Context: an optimization exercise on an open-source flow, tuned for small area, a short achievable clock period and few clock cycles. The choices shown serve that exercise and are no tape-out recipe.
In this exercise RTL edits were held to simulation tests only and were not proved equivalent to the original.
Power figures rest on the tool's default switching activity, not on a simulated workload.

the reference run:
==> flow/design.v <==
package rv32_pipeline_pkg;
  typedef logic [31:0] word_t;
  typedef logic [4:0]  reg_addr_t;
endpackage
module RegisterFile (
    input  wire logic        clk,
    input  wire logic [31:1] sel1,
    input  wire logic [31:1] sel2,
    output logic [31:0]      rs1_data,
    output logic [31:0]      rs2_data,
    input  wire logic [4:0]  rd,
    input  wire logic [31:0] rd_data,
    input  wire logic        write_enable
);
    logic [31:0] regs [1:31];
    always_ff @(posedge clk)
        if (write_enable)
            regs[rd] <= rd_data;
    always_comb begin
        rs1_data = 32'd0;
        rs2_data = 32'd0;
        for (int i = 1; i < 32; i++) begin
            rs1_data = rs1_data | ({32{sel1[i]}} & regs[i]);
            rs2_data = rs2_data | ({32{sel2[i]}} & regs[i]);
        end
    end
endmodule
`timescale 1ns / 1ps
`default_nettype none
module risc_v_pipeline(
        clk,
        rst_n,
        instruction,
        pc,
        mem_address,
        mem_write_data,
        mem_write_en,
        mem_read_data,
        mem_read_en
    );
    input  wire logic        clk;
    input  wire logic        rst_n;
    input  wire logic [31:0] instruction;
    output logic [31:0]      pc;
    output logic [31:0]      mem_address;
    output logic [31:0]      mem_write_data;
    output logic             mem_write_en;
    input  wire logic [31:0] mem_read_data;
    output logic             mem_read_en;
    logic [31:0] pc_r;
    logic        e_we, e_load, e_store, e_branch, e_pred;
    logic [4:0]  e_rd;
    logic [2:0]  e_f3;
    logic        e_sub, e_signed, e_arith;
    logic        e_sel_add, e_sel_sll, e_sel_sr, e_sel_slt, e_sel_xor, e_sel_or, e_sel_and;
    logic        e_fa, e_fb, e_fc;
    logic [31:0] e_a, e_b, e_c;
    logic        m_we, m_load, m_store;
    logic [4:0]  m_rd;
    logic [31:0] m_res, m_sd;
    wire [31:0] ins = instruction;
    wire [4:0]  op  = ins[6:2];
    wire [2:0]  f3  = ins[14:12];
    wire        f7b = ins[30];
    wire is_load   = (op == 5'b00000);
    wire is_store  = (op == 5'b01000);
    wire is_opimm  = (op == 5'b00100);
    wire is_op     = (op == 5'b01100);
    wire is_lui    = (op == 5'b01101);
    wire is_branch = (op == 5'b11000);
    wire [4:0] rd  = ins[11:7];
    wire [4:0] rs1 = ins[19:15];
    wire [4:0] rs2 = ins[24:20];
    wire writes   = (is_load | is_opimm | is_op | is_lui) & (rd != 5'd0);
    wire uses_imm = ~(is_op | is_branch);
    logic [31:1] sel1, sel2;
    always_comb
        for (int i = 1; i < 32; i++) begin
            sel1[i] = (rs1 == 5'(i)) & ~is_lui;
            sel2[i] = (rs2 == 5'(i));
        end
    wire [31:0] wb_data = m_load ? mem_read_data : m_res;
    logic [31:0] rf1, rf2;
    RegisterFile regFile(
        .clk(clk), .sel1(sel1), .sel2(sel2), .rs1_data(rf1), .rs2_data(rf2),
        .rd(m_rd), .rd_data(wb_data), .write_enable(m_we));
    wire byp1 = m_we && (m_rd == rs1) && !is_lui;
    wire byp2 = m_we && (m_rd == rs2);
    wire hit1 = e_we && (e_rd == rs1) && !is_lui;
    wire hit2 = e_we && (e_rd == rs2);
    wire load_use = e_load && (hit1 || (hit2 && (is_op || is_branch)));
    wire [31:0] rv1 = byp1 ? wb_data : rf1;
    wire [31:0] rv2 = byp2 ? wb_data : rf2;
    wire [31:0] imm_i = {{20{ins[31]}}, ins[31:20]};
    wire [31:0] imm_s = {{20{ins[31]}}, ins[31:25], ins[11:7]};
    wire [31:0] imm_u = {ins[31:12], 12'd0};
    wire [31:0] imm   = is_lui ? imm_u : is_store ? imm_s : imm_i;
    wire [18:0] pc_hi    = pc_r[31:13];
    wire [18:0] pc_hi_p1 = pc_hi + 19'd1;
    wire [18:0] pc_hi_m1 = pc_hi - 19'd1;
    wire [12:0] br_lo    = {1'b0, pc_r[12:1]} + {1'b0, ins[31], ins[7], ins[30:25], ins[11:8]};
    wire [18:0] br_hi    = ins[31] ? (br_lo[12] ? pc_hi : pc_hi_m1)
                                   : (br_lo[12] ? pc_hi_p1 : pc_hi);
    wire [31:0] pc_br    = {br_hi, br_lo[11:0], 1'b0};
    wire [11:0] p4_lo    = {1'b0, pc_r[12:2]} + 12'd1;
    wire [31:0] pc_p4    = {p4_lo[11] ? pc_hi_p1 : pc_hi, p4_lo[10:0], pc_r[1:0]};
    wire        pred   = is_branch & ins[31];
    wire [31:0] pc_seq = pred ? pc_br : pc_p4;
    wire [31:0] pc_alt = pred ? pc_p4 : pc_br;
    wire alu_rr = is_op | is_opimm;
    wire sub    = (is_op & f3 == 3'b000 & f7b) | (alu_rr & f3[2:1] == 2'b01) | is_branch;
    wire sgnd   = is_branch ? ~f3[1] : ~f3[0];
    wire [31:0] a  = e_fa ? m_res : e_a;
    wire [31:0] b  = e_fb ? m_res : e_b;
    wire [31:0] sd = e_fc ? wb_data : e_c;
    wire [32:0] sum = {e_signed & a[31], a} + ({e_signed & b[31], b} ^ {33{e_sub}}) + {32'd0, e_sub};
    wire        lt  = sum[32];
    wire [31:0] x   = a ^ b;
    wire        eq  = (x == 32'd0);
    wire [31:0] a_rev;
    genvar gi;
    generate for (gi = 0; gi < 32; gi++) begin : g_rev
        assign a_rev[gi] = a[31 - gi];
    end endgenerate
    wire [31:0] sh_in  = e_sel_sll ? a_rev : a;
    wire [32:0] sh_ext = {e_arith & a[31], sh_in};
    wire [32:0] sh_out = $signed(sh_ext) >>> b[4:0];
    wire [31:0] sh_rev;
    generate for (gi = 0; gi < 32; gi++) begin : g_rev2
        assign sh_rev[gi] = sh_out[31 - gi];
    end endgenerate
    wire [31:0] result =
          ({32{e_sel_add}} & sum[31:0])
        | ({32{e_sel_sll}} & sh_rev)
        | ({32{e_sel_sr}}  & sh_out[31:0])
        | ({32{e_sel_slt}} & {31'd0, lt})
        | ({32{e_sel_xor}} & x)
        | ({32{e_sel_or}}  & (a | b))
        | ({32{e_sel_and}} & (a & b));
    wire taken      = e_f3[2] ? (lt ^ e_f3[0]) : (eq ^ e_f3[0]);
    wire mispredict = e_branch & (taken ^ e_pred);
    assign pc             = pc_r;
    assign mem_address    = m_res;
    assign mem_write_data = m_sd;
    assign mem_read_en    = m_load;
    assign mem_write_en   = m_store;
    wire rst = ~rst_n;
    always_ff @(posedge clk) begin
        if (rst)
            pc_r <= 32'd0;
        else if (mispredict)
            pc_r <= e_c;
        else if (!load_use)
            pc_r <= pc_seq;
    end
    always_ff @(posedge clk) begin
        if (rst || mispredict || load_use) begin
            e_we     <= 1'b0;
            e_load   <= 1'b0;
            e_store  <= 1'b0;
            e_branch <= 1'b0;
        end else begin
            e_we     <= writes;
            e_load   <= is_load;
            e_store  <= is_store;
            e_branch <= is_branch;
        end
    end
    always_ff @(posedge clk) begin
        e_rd      <= rd;
        e_f3      <= f3;
        e_pred    <= pred;
        e_sub     <= sub;
        e_signed  <= sgnd;
        e_arith   <= f7b;
        e_sel_add <= ~alu_rr | (f3 == 3'b000);
        e_sel_sll <= alu_rr & (f3 == 3'b001);
        e_sel_sr  <= alu_rr & (f3 == 3'b101);
        e_sel_slt <= alu_rr & (f3[2:1] == 2'b01);
        e_sel_xor <= alu_rr & (f3 == 3'b100);
        e_sel_or  <= alu_rr & (f3 == 3'b110);
        e_sel_and <= alu_rr & (f3 == 3'b111);
        e_fa      <= hit1;
        e_fb      <= hit2 & ~uses_imm;
        e_fc      <= hit2 & is_store;
        e_a       <= rv1;
        e_b       <= uses_imm ? imm : rv2;
        e_c       <= is_branch ? pc_alt : rv2;
    end
    always_ff @(posedge clk) begin
        if (rst) begin
            m_we    <= 1'b0;
            m_load  <= 1'b0;
            m_store <= 1'b0;
        end else begin
            m_we    <= e_we;
            m_load  <= e_load;
            m_store <= e_store;
        end
    end
    always_ff @(posedge clk) begin
        m_rd  <= e_rd;
        m_res <= result;
        m_sd  <= sd;
    end
endmodule
`default_nettype wire
Settings: LEC_CHECK=0, CAP_MARGIN=20, CORE_MARGIN=2, CORE_UTILIZATION=40, SETUP_SLACK_MARGIN=3.5, SLEW_MARGIN=20; clock period 7.0 ns.
run.sh (not shown) runs the stock make flow with config.mk's settings and CLKGATE_MAP_FILE= SYNTH_SCRIPT=/design/flow/synth_recipe.tcl, a recipe that flattens the netlist after the stock synthesis.
The reference run: full flow OK, the timing, DRC and antenna checks passed
Testbench counts of the reference run, summed over its fixed seeds: cycles 7,195.
Input-level comparison between the trial run and the reference run:
--- a/flow/design.v
+++ b/flow/design.v
@@ -46,13 +46,13 @@
     output logic [31:0]      mem_write_data;
     output logic             mem_write_en;
     input  wire logic [31:0] mem_read_data;
     output logic             mem_read_en;
     logic [31:0] pc_r;
-    logic        e_we, e_load, e_store, e_branch, e_pred;
+    logic        e_we, e_load, e_store, e_branch, e_inv;
     logic [4:0]  e_rd;
-    logic [2:0]  e_f3;
+    logic        e_eqlt;
     logic        e_sub, e_signed, e_arith;
     logic        e_sel_add, e_sel_sll, e_sel_sr, e_sel_slt, e_sel_xor, e_sel_or, e_sel_and;
     logic        e_fa, e_fb, e_fc;
     logic [31:0] e_a, e_b, e_c;
     logic        m_we, m_load, m_store;
@@ -106,19 +106,19 @@
     wire [31:0] pc_p4    = {p4_lo[11] ? pc_hi_p1 : pc_hi, p4_lo[10:0], pc_r[1:0]};
     wire        pred   = is_branch & ins[31];
     wire [31:0] pc_seq = pred ? pc_br : pc_p4;
     wire [31:0] pc_alt = pred ? pc_p4 : pc_br;
     wire alu_rr = is_op | is_opimm;
-    wire sub    = (is_op & f3 == 3'b000 & f7b) | (alu_rr & f3[2:1] == 2'b01) | is_branch;
+    wire sub    = is_op & f3 == 3'b000 & f7b;
     wire sgnd   = is_branch ? ~f3[1] : ~f3[0];
     wire [31:0] a  = e_fa ? m_res : e_a;
     wire [31:0] b  = e_fb ? m_res : e_b;
     wire [31:0] sd = e_fc ? wb_data : e_c;
-    wire [32:0] sum = {e_signed & a[31], a} + ({e_signed & b[31], b} ^ {33{e_sub}}) + {32'd0, e_sub};
-    wire        lt  = sum[32];
+    wire [31:0] sum = a + (b ^ {32{e_sub}}) + {31'd0, e_sub};
     wire [31:0] x   = a ^ b;
-    wire        eq  = (x == 32'd0);
+    wire        lt  = {a[31] ^ e_signed, a[30:0]} < {b[31] ^ e_signed, b[30:0]};
+    wire        eq  = (a == b);
     wire [31:0] a_rev;
     genvar gi;
     generate for (gi = 0; gi < 32; gi++) begin : g_rev
         assign a_rev[gi] = a[31 - gi];
     end endgenerate
@@ -135,12 +135,11 @@
         | ({32{e_sel_sr}}  & sh_out[31:0])
         | ({32{e_sel_slt}} & {31'd0, lt})
         | ({32{e_sel_xor}} & x)
         | ({32{e_sel_or}}  & (a | b))
         | ({32{e_sel_and}} & (a & b));
-    wire taken      = e_f3[2] ? (lt ^ e_f3[0]) : (eq ^ e_f3[0]);
-    wire mispredict = e_branch & (taken ^ e_pred);
+    wire mispredict = e_branch & ((e_eqlt ? lt : eq) ^ e_inv);
     assign pc             = pc_r;
     assign mem_address    = m_res;
     assign mem_write_data = m_sd;
     assign mem_read_en    = m_load;
     assign mem_write_en   = m_store;
@@ -166,12 +165,12 @@
             e_branch <= is_branch;
         end
     end
     always_ff @(posedge clk) begin
         e_rd      <= rd;
-        e_f3      <= f3;
-        e_pred    <= pred;
+        e_eqlt    <= f3[2];
+        e_inv     <= f3[0] ^ pred;
         e_sub     <= sub;
         e_signed  <= sgnd;
         e_arith   <= f7b;
         e_sel_add <= ~alu_rr | (f3 == 3'b000);
         e_sel_sll <= alu_rr & (f3 == 3'b001);
--- outcome ---
Re all-layer global routing usage: the reference run was higher than the trial run.
[compare] base=the reference run new=the trial run: synthesized cell count went down 189; setup slack went up 0.25 ns; fraction of the mapped netlist area in compound gates went down 0.19 points.
In the metrics for the trial run and the reference run, the one carrying the lower power is the trial run.
Testbench counts of the trial run, summed over its fixed seeds: cycles 7,195.

## what the ideal ports hide
No port has a modelled driver above. Below, the same layouts with a new extraction and two added sets of constraints.
Step 1 assumes that a clkbuf_16 drives the clock port and a buf_2 every other input.
Step 2 also shifts input and output timing later by t, the mid clock arrival at the registers, as if the neighbouring blocks saw the same clock.
a / b / c = ideal / step 1 / step 2; a / b = the first two.
run | t, ns | setup WS [ns] | slew at the worst register clock pin (ns) | worst slew at a driven data input, ns | pins driven straight from the clock port
the reference run | 0.871 | 3.037 / 3.037 / 2.387 | 0.07 / 0.07 | 0.18 | 1
the trial run | 0.887 | 3.285 / 3.285 / 2.458 | 0.07 / 0.07 | 0.15 | 1
After both steps every run listed still meets setup and hold. For the trial run, which loses most, drivers alone change the setup slack by 0.000 ns; drivers and shift together by -0.827 ns.
